Background: an optimization exercise with open tools, aiming at small area. Do not read the settings as production practice.
In this exercise RTL edits were held to simulation tests only and were not proved equivalent to the original.
No driver is modelled on the clock port, so clock power and skew are understated where the tree is cut down; a real chip needs a root buffer or a tree.
Power figures rest on the tool's default switching activity, not on a simulated workload.

## rev 12
Design top, start of the top module:
module top(
    input clk,
    input push_switch1,
    input push_switch2,
    input push_switch3,
    input push_switch4,
    input push_switch5,
    input push_switch6,
    output [6:0] segment1,
    output [6:0] segment2,
    output [6:0] segment3,
    output [6:0] segment4,
    output [6:0] segment5,
    output [6:0] segment6,
    input dip_switch1,
    input dip_switch2,
    input dip_switch3,
    input dip_switch4,
    input dip_switch5,
    input dip_switch6,
    input dip_switch7,
    input dip_switch8,
    input dip_switch9,
    input dip_switch10,
    output led1_red,
    output led2_yellow,
    output led3_green,
    output led4_red,
    output led5_yellow,
    output led6_green
);
Size: roughly 72 flip-flops, about 65 I/O pins.
export LEC_CHECK = 0
export ABC_AREA = 1
export CAP_MARGIN = 20
export CORE_MARGIN = 2
export CORE_UTILIZATION = 65
export SLEW_MARGIN = 20
create_clock -name core_clock -period 15.0 [get_ports {clk}]
standard.sh (not shown) runs the stock make flow with config.mk's settings and CLKGATE_MAP_FILE= SYNTH_SCRIPT=/design/flow/synth_recipe.tcl, a recipe that flattens the netlist after the stock synthesis.
==> flow/flow/run.sh <==
#!/bin/bash
# Own layout flow: the standard ORFS flow (standard.sh) with
#  - synthesis from flow/synth.tcl (standard synthesis, no adder cells, area abc script
#    tried with the deepsyn seeds in FLOW_ABC_SEEDS, smallest result kept),
#  - port buffers of the smallest buffer cell, one tie cell for the constant outputs,
#  - a one-level clock tree built by flow/manual_cts.tcl (ORFS's PRE_CTS_TCL hook):
#    the clock port drives FLOW_CTS_LEAVES buffers, each driving one group of flip-flops.
# make's full output goes to flow_make.log; ORFS keeps each step's log under orfs/logs.
set -euo pipefail
W=$(pwd)
export FLOW_WORK_DIR=$W
export FLOW_FLOW_DIR=$W/flow
export FLOW_ABC_SEEDS="0 1 2 3"
export FLOW_CTS_LEAVES=3
export FLOW_CTS_BUF=sky130_fd_sc_hd__clkbuf_16
bash standard.sh \
  SYNTH_SCRIPT=$W/flow/synth.tcl \
  ABC_AREA=1 \
  "BUFFER_PORTS_ARGS=-buffer_cell sky130_fd_sc_hd__buf_1" \
  PRE_CTS_TCL=$W/flow/manual_cts.tcl \
  SKIP_REPAIR_TIE_FANOUT=1 \
  finish > $W/flow_make.log 2>&1
==> flow/flow/area.abc <==
strash
&get -n
&deepsyn -T 60 -S @SEED@
&put
dch -f
amap
topo
dnsize -c
==> flow/flow/synth.tcl <==
# The standard synthesis (synth_recipe.tcl, sourced below) with two changes:
#  - no adder-cell extraction (ADDER_MAP_FILE empty), so abc sees all the logic;
#  - the final abc mapping runs the area script flow/area.abc with each of the
#    seeds in FLOW_ABC_SEEDS and keeps the smallest result.
# Registers, their names and cell types are those of the standard synthesis.
set ::env(ADDER_MAP_FILE) ""
proc abc {args} {
  set i [lsearch -exact $args -script]
  set lib [lindex $args [expr {[lsearch -exact $args -liberty] + 1}]]
  set tmp $::env(FLOW_WORK_DIR)/abc_tmp
  file mkdir $tmp
  set fh [open $::env(FLOW_FLOW_DIR)/area.abc r]; set tmpl [read $fh]; close $fh
  yosys design -save my_pre_abc
  set best ""
  foreach seed $::env(FLOW_ABC_SEEDS) {
    yosys design -load my_pre_abc
    set sc $tmp/area_$seed.abc
    set fh [open $sc w]; puts -nonewline $fh [string map [list @SEED@ $seed] $tmpl]; close $fh
    set a [lreplace $args [expr {$i + 1}] [expr {$i + 1}] $sc]
    yosys abc {*}$a
    yosys tee -q -o $tmp/stat_$seed.txt stat -liberty $lib
    set fh [open $tmp/stat_$seed.txt r]; set st [read $fh]; close $fh
    regexp {Chip area for module[^:]*:\s*([0-9.]+)} $st -> area
    puts "abc seed $seed: area $area"
    if {$best eq "" || $area < $best} {
      set best $area
      yosys design -save my_best_abc
    }
  }
  puts "abc: keeping area $best"
  yosys design -load my_best_abc
}
source $::env(FLOW_WORK_DIR)/synth_recipe.tcl
Other scripts of this flow, unchanged in this note and not shown: flow/flow/manual_cts.tcl
Per the final summary, rev 12 finished and its layout is clean on timing, DRC and antenna.
Modified inputs, rev 13 compared to rev 12
diff --git a/flow/flow/run.sh b/flow/flow/run.sh
--- a/flow/flow/run.sh
+++ b/flow/flow/run.sh
@@ -1,6 +1,5 @@
 #!/bin/bash
 # Own layout flow: the standard ORFS flow (standard.sh) with
-#  - synthesis from flow/synth.tcl (standard synthesis, no adder cells, area abc script
-#    tried with the deepsyn seeds in FLOW_ABC_SEEDS, smallest result kept),
+#  - synthesis from flow/synth.tcl (standard synthesis, no adder cells, area abc script),
 #  - port buffers of the smallest buffer cell, one tie cell for the constant outputs,
 #  - a one-level clock tree built by flow/manual_cts.tcl (ORFS's PRE_CTS_TCL hook):
@@ -11,5 +10,4 @@
 export FLOW_WORK_DIR=$W
 export FLOW_FLOW_DIR=$W/flow
-export FLOW_ABC_SEEDS="0 1 2 3"
 export FLOW_CTS_LEAVES=3
 export FLOW_CTS_BUF=sky130_fd_sc_hd__clkbuf_16
==> flow/flow/area.abc <==
strash
&get -n
&deepsyn -T 60
&put
dch -f
amap
topo
dnsize -c
==> flow/flow/synth.tcl <==
# The standard synthesis (synth_recipe.tcl, sourced below) with two changes:
#  - no adder-cell extraction (ADDER_MAP_FILE empty), so abc sees all the logic;
#  - abc runs the area script flow/area.abc instead of ORFS's.
# Registers, their names and cell types are those of the standard synthesis.
set ::env(ADDER_MAP_FILE) ""
proc abc {args} {
  set i [lsearch -exact $args -script]
  if {$i >= 0} {
    set args [lreplace $args [expr {$i + 1}] [expr {$i + 1}] $::env(FLOW_FLOW_DIR)/area.abc]
  }
  yosys abc {*}$args
}
source $::env(FLOW_WORK_DIR)/synth_recipe.tcl
[summary]
Rev 13 — sequential cell area share 0.22 points lower, rev 12 as reference
Taking rev 12 as the reference, in rev 13 via count fell about 0.8%, wire length of the first global-routing pass rose 5.9%, total setup violations reported at the end of the flow about even, final cell count rose 1.1%.
Rev 13 reports a higher number of placed instances, taps included than rev 12 does.
Rev 12 ended up with segment2[6] as its last element of the critical path; rev 13 ended up with segment4[0].
Rev 13 finished every step from synthesis to the final layout, and the layout passed the timing, design-rule and antenna checks.
There was hardly any difference in total power between rev 13 and rev 12.
In every run of this note, the design's own scripts or RTL, not TritonCTS, make the clock network.

* * *

== the reference run ==
Another version of the RTL of top (not shown whole).
Size in the first run: ~540 cells after synthesis, roughly 72 flip-flops, about 65 I/O pins, about 3800 um2 of cells after synthesis.
export LEC_CHECK = 0
export ABC_AREA = 1
export CAP_MARGIN = 20
export CORE_MARGIN = 2
export CORE_UTILIZATION = 65
export SLEW_MARGIN = 20
create_clock -name core_clock -period 15.0 [get_ports {clk}]
==> flow/flow/run.sh <==
#!/bin/bash
# Own layout flow: the standard ORFS flow (standard.sh) with
#  - synthesis from flow/synth.tcl (standard synthesis, no adder cells, area abc script),
#  - port buffers of the smallest buffer cell,
#  - a one-level clock tree built by flow/manual_cts.tcl (ORFS's PRE_CTS_TCL hook):
#    the clock port drives FLOW_CTS_LEAVES buffers, each driving one group of flip-flops.
# make's full output goes to flow_make.log; ORFS keeps each step's log under orfs/logs.
set -euo pipefail
W=$(pwd)
export FLOW_WORK_DIR=$W
export FLOW_FLOW_DIR=$W/flow
export FLOW_CTS_LEAVES=4
export FLOW_CTS_BUF=sky130_fd_sc_hd__clkbuf_8
bash standard.sh \
  SYNTH_SCRIPT=$W/flow/synth.tcl \
  ABC_AREA=1 \
  "BUFFER_PORTS_ARGS=-buffer_cell sky130_fd_sc_hd__buf_1" \
  PRE_CTS_TCL=$W/flow/manual_cts.tcl \
  SKIP_REPAIR_TIE_FANOUT=1 \
  finish > $W/flow_make.log 2>&1
Other scripts of this flow, unchanged in this note and not shown: flow/flow/area.abc, flow/flow/manual_cts.tcl, flow/flow/synth.tcl
The reference run closes out successfully: all stages finished, all timing, DRC and antenna checks passed.
The inputs of the trial run differ from those of the reference run as listed below.
diff --git a/flow/flow/run.sh b/flow/flow/run.sh
--- a/flow/flow/run.sh
+++ b/flow/flow/run.sh
@@ -17,4 +17,3 @@
   "BUFFER_PORTS_ARGS=-buffer_cell sky130_fd_sc_hd__buf_1" \
   PRE_CTS_TCL=$W/flow/manual_cts.tcl \
-  SKIP_REPAIR_TIE_FANOUT=1 \
   finish > $W/flow_make.log 2>&1
==> notes.md <==
Diff the reference run..the trial run | number of rows created at floorplan | unchanged. Against the reference run, power in the trial run fell slightly. Taking the reference run as the reference, in the trial run internal power has remained practically unchanged, final area has increased.
In every run of this note, the design's own scripts or RTL, not TritonCTS, make the clock network.

* * *

top, a different RTL version from the one above (not shown whole).
For scale: ~530 cells after synthesis, about 72 flip-flops, about 65 I/O pins.
==> flow/design.v (excerpt) <==
module top(
    input clk,
    input push_switch1,
    input push_switch2,
    input push_switch3,
    input push_switch4,
    input push_switch5,
    input push_switch6,
    output [6:0] segment1,
    output [6:0] segment2,
    output [6:0] segment3,
    output [6:0] segment4,
    output [6:0] segment5,
    output [6:0] segment6,
    input dip_switch1,
    input dip_switch2,
    input dip_switch3,
    input dip_switch4,
    input dip_switch5,
    input dip_switch6,
    input dip_switch7,
    input dip_switch8,
    input dip_switch9,
    input dip_switch10,
    output led1_red,
    output led2_yellow,
    output led3_green,
    output led4_red,
    output led5_yellow,
    output led6_green
);
  assign led1_red = 1'b0;
  assign led2_yellow = 1'b0;
  assign led3_green = 1'b0;
  assign led4_red = 1'b0;
  assign led5_yellow = 1'b0;
  assign led6_green = 1'b0;
  wire rst = push_switch6;
  reg r_mode, r_set, r_up, r_down;
  always @(posedge clk) begin
    r_mode <= push_switch1;
    r_set  <= push_switch2;
    r_up   <= push_switch3;
    r_down <= push_switch4;
  end
  reg [6:0] c;           
  reg [1:0] iu;          
  reg       is12;        
  reg [5:0] bc;          
  reg       blink;
  reg [8:0] cnt1;        
  reg [2:0] st;          
  reg [3:0] su;          
  reg [2:0] mt;          
  reg [3:0] mu;          
  reg       pm;          
  reg [3:0] hh;          
  reg [1:0] css;         
  reg       aoff;        
  reg [1:0] ass;         
  reg       has;         
  reg       aon;         
  reg       eq;          
  reg       apm;
  ...
export LEC_CHECK = 0
export ABC_AREA = 1
export CAP_MARGIN = 20
export CORE_MARGIN = 2
export CORE_UTILIZATION = 65
export SLEW_MARGIN = 20
create_clock -name core_clock -period 15.0 [get_ports {clk}]
==> flow/flow/run.sh <==
#!/bin/bash
# Own layout flow: the standard ORFS flow (standard.sh) with
#  - synthesis from flow/synth.tcl (standard synthesis, no adder cells, area abc script
#    tried with the deepsyn seeds in FLOW_ABC_SEEDS, smallest result kept),
#  - port buffers of the smallest buffer cell, one tie cell for the constant outputs,
#  - a one-level clock tree built by flow/manual_cts.tcl (ORFS's PRE_CTS_TCL hook):
#    the clock port drives FLOW_CTS_LEAVES buffers, each driving one group of flip-flops.
# make's full output goes to flow_make.log; ORFS keeps each step's log under orfs/logs.
set -euo pipefail
W=$(pwd)
export FLOW_WORK_DIR=$W
export FLOW_FLOW_DIR=$W/flow
export FLOW_ABC_SEEDS="0 1 2 3"
export FLOW_CTS_LEAVES=3
export FLOW_CTS_BUF=sky130_fd_sc_hd__buf_12
bash standard.sh \
  SYNTH_SCRIPT=$W/flow/synth.tcl \
  ABC_AREA=1 \
  "BUFFER_PORTS_ARGS=-buffer_cell sky130_fd_sc_hd__buf_1" \
  PRE_CTS_TCL=$W/flow/manual_cts.tcl \
  SKIP_REPAIR_TIE_FANOUT=1 \
  finish > $W/flow_make.log 2>&1
Other scripts of this flow, unchanged in this note and not shown: flow/flow/area.abc, flow/flow/manual_cts.tcl, flow/flow/synth.tcl
Then changed:
--- a/flow/config.mk
+++ b/flow/config.mk
@@ -10,3 +10,4 @@
 export CORE_MARGIN = 2
 export CORE_UTILIZATION = 65
+export GPL_TIMING_DRIVEN = 0
 export SLEW_MARGIN = 20
Worst setup slack gains 0.32 ns.
Area after synthesis is unchanged.
Power rises by 0.53%.
Die area does not change.
Design area is higher by 1.4%.
No run of this note takes its clock network from TritonCTS; it comes from the design's own scripts or RTL.

* * *

Setup of v6:
Another version of the RTL of top (not shown whole).
For scale: roughly 550 cells after synthesis, roughly 73 flip-flops, roughly 65 I/O pins, about 3800 µm² of cells after synthesis.
export LEC_CHECK = 0
export ABC_AREA = 1
export CAP_MARGIN = 20
export CORE_MARGIN = 2
export CORE_UTILIZATION = 40
export SLEW_MARGIN = 20
create_clock -name core_clock -period 15.0 [get_ports {clk}]
==> flow/flow/run.sh <==
#!/bin/bash
# Own layout flow: the standard ORFS flow (standard.sh) with
#  - synthesis from flow/synth.tcl (standard synthesis, no adder cells, area abc script),
#  - port buffers of the smallest buffer cell,
#  - a one-level clock tree built by flow/manual_cts.tcl (ORFS's PRE_CTS_TCL hook):
#    the clock port drives FLOW_CTS_LEAVES buffers, each driving one group of flip-flops.
# make's full output goes to flow_make.log; ORFS keeps each step's log under orfs/logs.
set -euo pipefail
W=$(pwd)
export FLOW_WORK_DIR=$W
export FLOW_FLOW_DIR=$W/flow
export FLOW_CTS_LEAVES=3
export FLOW_CTS_BUF=sky130_fd_sc_hd__clkbuf_16
bash standard.sh \
  SYNTH_SCRIPT=$W/flow/synth.tcl \
  ABC_AREA=1 \
  "BUFFER_PORTS_ARGS=-buffer_cell sky130_fd_sc_hd__buf_1" \
  PRE_CTS_TCL=$W/flow/manual_cts.tcl \
  finish > $W/flow_make.log 2>&1
==> flow/flow/manual_cts.tcl <==
set block [ord::get_db_block]
set db [ord::get_db]
set nleaf $::env(FLOW_CTS_LEAVES)
set master [$db findMaster $::env(FLOW_CTS_BUF)]
set clk [$block findNet clk]
set sinks {}
foreach it [$clk getITerms] {
  set inst [$it getInst]
  set bb [$inst getBBox]
  set x [expr {([$bb xMin] + [$bb xMax]) / 2}]
  set y [expr {([$bb yMin] + [$bb yMax]) / 2}]
  lappend sinks [list $it $x $y]
}
set n [llength $sinks]
puts "manual CTS: $n sinks, $nleaf leaf buffers of [$master getName]"
# split into nleaf groups of nearly equal size: recursively halve the largest
# group along its longer side (by position)
proc split_groups {sinks k} {
  if {$k <= 1} { return [list $sinks] }
  set xs [lmap s $sinks {lindex $s 1}]; set ys [lmap s $sinks {lindex $s 2}]
  set dx [expr {[tcl::mathfunc::max {*}$xs] - [tcl::mathfunc::min {*}$xs]}]
  set dy [expr {[tcl::mathfunc::max {*}$ys] - [tcl::mathfunc::min {*}$ys]}]
  set idx [expr {$dx >= $dy ? 1 : 2}]
  set sorted [lsort -integer -index $idx $sinks]
  set k1 [expr {$k / 2}]; set k2 [expr {$k - $k1}]
  set n [llength $sorted]
  set cut [expr {($n * $k1) / $k}]
  return [concat [split_groups [lrange $sorted 0 [expr {$cut - 1}]] $k1] \
                 [split_groups [lrange $sorted $cut end] $k2]]
}
set groups [split_groups $sinks $nleaf]
for {set g 0} {$g < $nleaf} {incr g} {
  set grp [lindex $groups $g]
  set sx 0; set sy 0
  foreach s $grp { incr sx [lindex $s 1]; incr sy [lindex $s 2] }
  set cx [expr {$sx / [llength $grp]}]
  set cy [expr {$sy / [llength $grp]}]
  set buf [odb::dbInst_create $block $master "clkbuf_leaf_$g"]
  set net [odb::dbNet_create $block "clk_leaf_$g"]
  $net setSigType CLOCK
  foreach s $grp {
    set it [lindex $s 0]
    $it disconnect
    $it connect $net
  }
  foreach it [$buf getITerms] {
    set m [$it getMTerm]
    if {[$m getSigType] eq "POWER" || [$m getSigType] eq "GROUND"} { continue }
    if {[$m getIoType] eq "INPUT"} { $it connect $clk }
    if {[$m getIoType] eq "OUTPUT"} { $it connect $net }
  }
  $buf setLocation $cx $cy
  $buf setPlacementStatus PLACED
  puts "  leaf $g: [llength $grp] sinks at ($cx, $cy)"
}
proc clock_tree_synthesis {args} { puts "clock_tree_synthesis skipped: manual clock tree" }
set_propagated_clock [all_clocks]
Other scripts of this flow, unchanged in this note and not shown: flow/flow/area.abc, flow/flow/synth.tcl
[inputs] v7 vs v6
Settings: CORE_UTILIZATION: 40 -> 65.
diff --git a/flow/flow/run.sh b/flow/flow/run.sh
--- a/flow/flow/run.sh
+++ b/flow/flow/run.sh
@@ -12,2 +12,2 @@
-export FLOW_CTS_LEAVES=3
-export FLOW_CTS_BUF=sky130_fd_sc_hd__clkbuf_16
+export FLOW_CTS_LEAVES=4
+export FLOW_CTS_BUF=sky130_fd_sc_hd__clkbuf_8
### Flow results
- Compared v6 against v7; worst hold margin within noise.
- v6 -> v7: combinational group share of total power flat
- Side by side, cell-internal power turned out lower in v7 than in v6.
- Die area | v7 < v6
- Note that the placement row count recorded for v7 amounts to 0.77 times the value seen in v6.
No run of this note takes its clock network from TritonCTS; it comes from the design's own scripts or RTL.

==> static timing again, ports no longer ideal <==
Ports are ideal in the flow. The routed layouts listed here were re-timed in OpenROAD.
Step 1, drivers: a clkbuf_16 drives clk and a buf_2 each remaining input, both assumed.
Step 2, shift: input delay + t, output delay - t, t = (earliest + latest rising clock arrival at the registers) / 2. This alone moves slack from input paths to output paths.
Three values: ideal ports, drivers, drivers and shift; two values: the first two.
| run | t (ns) | setup slack, ns | hold WS [ns] | worst setup path at the end | worst register clock-pin slew, ns |
|---|---|---|---|---|---|
| rev 12 | 0.210 | 7.107 / 7.048 / 7.258 | 0.374 / 0.374 / 0.374 | register to output | 0.10 / 0.10 |
| rev 13 | 0.218 | 7.516 / 7.452 / 7.671 | 0.367 / 0.367 / 0.367 | register to output | 0.10 / 0.10 |
| the reference run | 0.227 | 7.350 / 7.285 / 7.513 | 0.407 / 0.407 / 0.407 | register to output | 0.12 / 0.12 |
| the trial run | 0.222 | 7.195 / 7.133 / 7.354 | 0.404 / 0.404 / 0.404 | register to output | 0.11 / 0.11 |
| the first run of note 3 | 0.204 | 5.946 / 5.874 / 6.078 | 0.402 / 0.402 / 0.402 | register to output | 0.11 / 0.11 |
| the second run of note 3 | 0.202 | 6.265 / 6.196 / 6.398 | 0.389 / 0.389 / 0.389 | register to output | 0.11 / 0.11 |
| v6 | 0.221 | 7.573 / 7.506 / 7.727 | 0.400 / 0.400 / 0.400 | register to output | 0.10 / 0.10 |
| v7 | 0.218 | 7.722 / 7.661 / 7.880 | 0.403 / 0.403 / 0.403 | register to output | 0.11 / 0.11 |
After both steps setup and hold are still met in every run listed.
